This design comes from an exercise in tuning for small area on the open sky130 flow, not from production work. At most, simulation tests tie the RTL to the original design; equivalence was not proved.

Design sobel_processor, start of the top module:
module sobel_processor #(
    parameter IMG_WIDTH = 64,
    parameter IMG_HEIGHT = 480,
    parameter PIXEL_WIDTH = 8,
    parameter USE_BILATERAL = 1
)(
    input  wire clk,
    input  wire rst_n,
    input  wire href,
    input  wire vsync,
    input  wire [15:0] pixel_in,
    input  wire sobel_enable,
    input  wire [7:0] edge_threshold,
    input  wire [1:0] threshold_mode,
    output wire pixel_valid,
    output wire [15:0] pixel_out,
    output wire binary_pixel,
    output wire binary_valid,
    output wire strong_edge,
    output wire weak_edge
);
    wire [17:0] red   = {pixel_in[15:11], pixel_in[15:13]};
    wire [17:0] green = {pixel_in[10:5],  pixel_in[10:9]};
    wire [17:0] blue  = {pixel_in[4:0],   pixel_in[4:2]};
    wire [17:0] wsum  = (red << 6) + (red << 3) + (red << 2) + red
                      + (green << 7) + (green << 4) + (green << 3) - green
                      + (blue << 5) - (blue << 2);
    wire [7:0] gray  = wsum[15:8];
    localparam NB = 129;
    localparam NC = 61;
    reg [23:0]     la;
    reg [8*NB-1:0] lb;
    reg [8*NC-1:0] lc;
    reg [5:0] cl;
    reg [2:0] rc;
    reg       a1;
    always @(posedge clk or negedge rst_n) begin
        if (!rst_n) begin
            cl <= 6'd63;
            rc <= 3'd7;
            a1 <= 1'b0;
        end else begin
            a1 <= href;
            if (href) begin
                cl <= cl + 1'b1;
                if (cl == 6'd63 && rc != 3'd3)
                    rc <= rc + 1'b1;
            end
        end
    end
    wire en_b = (cl != 6'd1);
    wire en_c = (cl == 6'd63) || (cl == 6'd0) || (cl > 6'd4);
  ...
For scale: roughly 1700 flip-flops, roughly 67000 µm² of cells after synthesis.
clock: 13.0 ns
lec_check: 0
cap_margin: 20
core_margin: 2
core_utilization: 60
cts_buf_list: sky130_fd_sc_hd__clkbuf_16
cts_cluster_diameter: 100
cts_cluster_size: 30
place_density: 0.75
slew_margin: 20
run.sh (not shown) runs the stock make flow with config.mk's settings and CLKGATE_MAP_FILE= SYNTH_SCRIPT=/design/flow/synth_recipe.tcl, a recipe that flattens the netlist after the stock synthesis.
Rerun with:
--- a/flow/design.v
+++ b/flow/design.v
@@ -90,91 +90,81 @@
     wire [7:0] p0 = c2 ? b_[127] : (c3 | c4) ? b_[128] : c5 ? c_[59] : c_[60];
     wire signed [9:0] x0 = {1'b0, p5} - {1'b0, p3};
     wire signed [9:0] x1 = {1'b0, p7} - {1'b0, p1};
     wire signed [9:0] x2 = {1'b0, p8} - {1'b0, p0};
     wire signed [9:0] x3 = {1'b0, p2} - {1'b0, p6};
     wire signed [10:0] sc = x2 + x0 + x1;
     wire signed [10:0] tc = x3 + x0 - x1;
-    reg signed [10:0] sa, ta, sb, tb;
+    reg signed [10:0] sa, ta;
     always @(posedge clk) begin
         sa <= sc;
         ta <= tc;
-        sb <= sa;
-        tb <= ta;
     end
     wire [9:0] s_abs = sa[10] ? -sa : sa;
     wire [9:0] t_abs = ta[10] ? -ta : ta;
     wire [9:0] mx    = (s_abs > t_abs) ? s_abs : t_abs;
     wire [7:0] mag   = (mx[9:8] != 2'b00) ? 8'd255 : mx[7:0];
-    wire signed [12:0] sb2 = {sb[10], sb, 1'b0};
-    wire signed [12:0] tb2 = {tb[10], tb, 1'b0};
-    wire signed [12:0] ux = sa - sb2;
-    wire signed [12:0] uy = ta - tb2;
-    wire [11:0] bxe = {sa[10], sa};
-    wire [11:0] bye = {ta[10], ta};
+    wire signed [12:0] sa2 = {sa[10], sa, 1'b0};
+    wire signed [12:0] ta2 = {ta[10], ta, 1'b0};
+    wire signed [12:0] ux = sa2 - sc;
+    wire signed [12:0] uy = ta2 - tc;
+    wire [11:0] bxe = {sc[10], sc};
+    wire [11:0] bye = {tc[10], tc};
     wire [13:0] mxe = {ux[12], ux};
     wire [13:0] mye = {uy[12], uy};
-    reg  [13:0] rx [0:5];
-    reg  [13:0] ry [0:5];
-    reg  [11:0] nvx, nvy;
+    reg  [22:0] cacc;
     reg  [2:0]  bg;
     reg  [13:0] bpp;
+    reg         bneg;
     integer bi;
     always @(*) begin
-        nvx = 12'd0;
-        nvy = 12'd0;
+        cacc = 23'd0 - 23'd1;
         for (bi = 0; bi < 6; bi = bi + 1) begin
             bg = {bxe[2*bi+1], bxe[2*bi], (bi == 0) ? 1'b0 : bxe[2*bi-1]};
             case (bg)
                 3'b001, 3'b010: bpp = mxe;
                 3'b011:         bpp = {mxe[12:0], 1'b0};
                 3'b100:         bpp = ~{mxe[12:0], 1'b0};
                 3'b101, 3'b110: bpp = ~mxe;
                 default:        bpp = 14'd0;
             endcase
-            nvx[2*bi] = bg[2] & ~(bg[1] & bg[0]);
-            rx[bi] = {~bpp[13], bpp[12:0]};
+            bneg = bg[2] & ~(bg[1] & bg[0]);
+            cacc = cacc + ({9'd0, ~bpp[13], bpp[12:0]} << (2*bi)) - (23'd1 << (13+2*bi))
+                        + ({22'd0, bneg} << (2*bi));
             bg = {bye[2*bi+1], bye[2*bi], (bi == 0) ? 1'b0 : bye[2*bi-1]};
             case (bg)
                 3'b001, 3'b010: bpp = mye;
                 3'b011:         bpp = {mye[12:0], 1'b0};
                 3'b100:         bpp = ~{mye[12:0], 1'b0};
                 3'b101, 3'b110: bpp = ~mye;
                 default:        bpp = 14'd0;
             endcase
-            nvy[2*bi] = bg[2] & ~(bg[1] & bg[0]);
-            ry[bi] = {~bpp[13], bpp[12:0]};
-        end
-    end
-    localparam [22:0] SEXT = 23'b10101011 << 14;
-    wire [22:0] qs = SEXT + {11'd0, nvx} + {11'd0, nvy}
-                   + {9'd0, rx[0]}        + {9'd0, ry[0]}
-                   + {7'd0, rx[1], 2'd0}  + {7'd0, ry[1], 2'd0}
-                   + {5'd0, rx[2], 4'd0}  + {5'd0, ry[2], 4'd0}
-                   + {3'd0, rx[3], 6'd0}  + {3'd0, ry[3], 6'd0}
-                   + {1'd0, rx[4], 8'd0}  + {1'd0, ry[4], 8'd0}
-                   + {rx[5][12:0], 10'd0} + {ry[5][12:0], 10'd0};
-    wire cons = qs[22];
+            bneg = bg[2] & ~(bg[1] & bg[0]);
+            cacc = cacc + ({9'd0, ~bpp[13], bpp[12:0]} << (2*bi)) - (23'd1 << (13+2*bi))
+                        + ({22'd0, bneg} << (2*bi));
+        end
+    end
+    wire cons = ~cacc[22];
     reg vb, v3, v4, v5, v6, ev, evd;
     always @(posedge clk or negedge rst_n) begin
         if (!rst_n) begin
             vb <= 1'b0; v3 <= 1'b0; v4 <= 1'b0; v5 <= 1'b0; v6 <= 1'b0;
             ev <= 1'b0; evd <= 1'b0;
         end else begin
             vb <= va; v3 <= vb; v4 <= v3; v5 <= v4; v6 <= v5;
             ev <= v6; evd <= ev;
         end
     end
     reg [7:0] m3, m4, m5, m6, emd;
-    reg f5, f6, f7, f8;
+    reg f4, f5, f6, f7, f8;
     always @(posedge clk) begin
         m3 <= mag;
         m4 <= m3; m5 <= m4; m6 <= m5;
-        f5 <= cons && (m4 > 8'd65);
-        f6 <= f5; f7 <= f6; f8 <= f7;
+        f4 <= cons && (m3 > 8'd65);
+        f5 <= f4; f6 <= f5; f7 <= f6; f8 <= f7;
     end
     reg [7:0] em;
     always @(posedge clk or negedge rst_n) begin
         if (!rst_n)
             em <= 8'd0;
         else
             em <= v6 ? m6 : 8'd0;
Routed wire length rises by 11%.
Count of clock-buffer cells in the layout goes down by 1.
Register-to-register slack loses 3.3 ns.
Synthesized area is lower by 0.35%.
Sequential cell count is lower by 21.
Utilization goes up by 1.1 points.
Fmax came out lower by 26%.
Function not checked in the second run of this note: the RTL went through the layout flow alone.

-- what the ideal ports hide --
How much do the figures lean on ideal ports? The routed layouts below were timed once more, with nothing changed but the port constraints. Step 1, drivers: a clkbuf_16 drives clk and a buf_2 each remaining input, both assumed. Step 2 also shifts input and output timing later by t, the mid clock arrival at the registers, as if the neighbouring blocks saw the same clock. Slacks: no drivers / after step 1 / after step 2; pairs: no drivers / after step 1.
| run | t (ns) | setup slack, ns | hold slack, ns | clock arrival spread, ns | worst slew at a driven data input, ns |
|---|---|---|---|---|---|
| the first run | 0.748 | 3.835 / 3.835 / 3.835 | 0.335 / 0.335 / 0.335 | 0.043 / 0.043 | 0.04 |
| the second run | 0.732 | 0.551 / 0.551 / 0.551 | 0.295 / 0.295 / 0.295 | 0.051 / 0.050 | 0.05 |
After both steps every run listed still meets setup and hold.
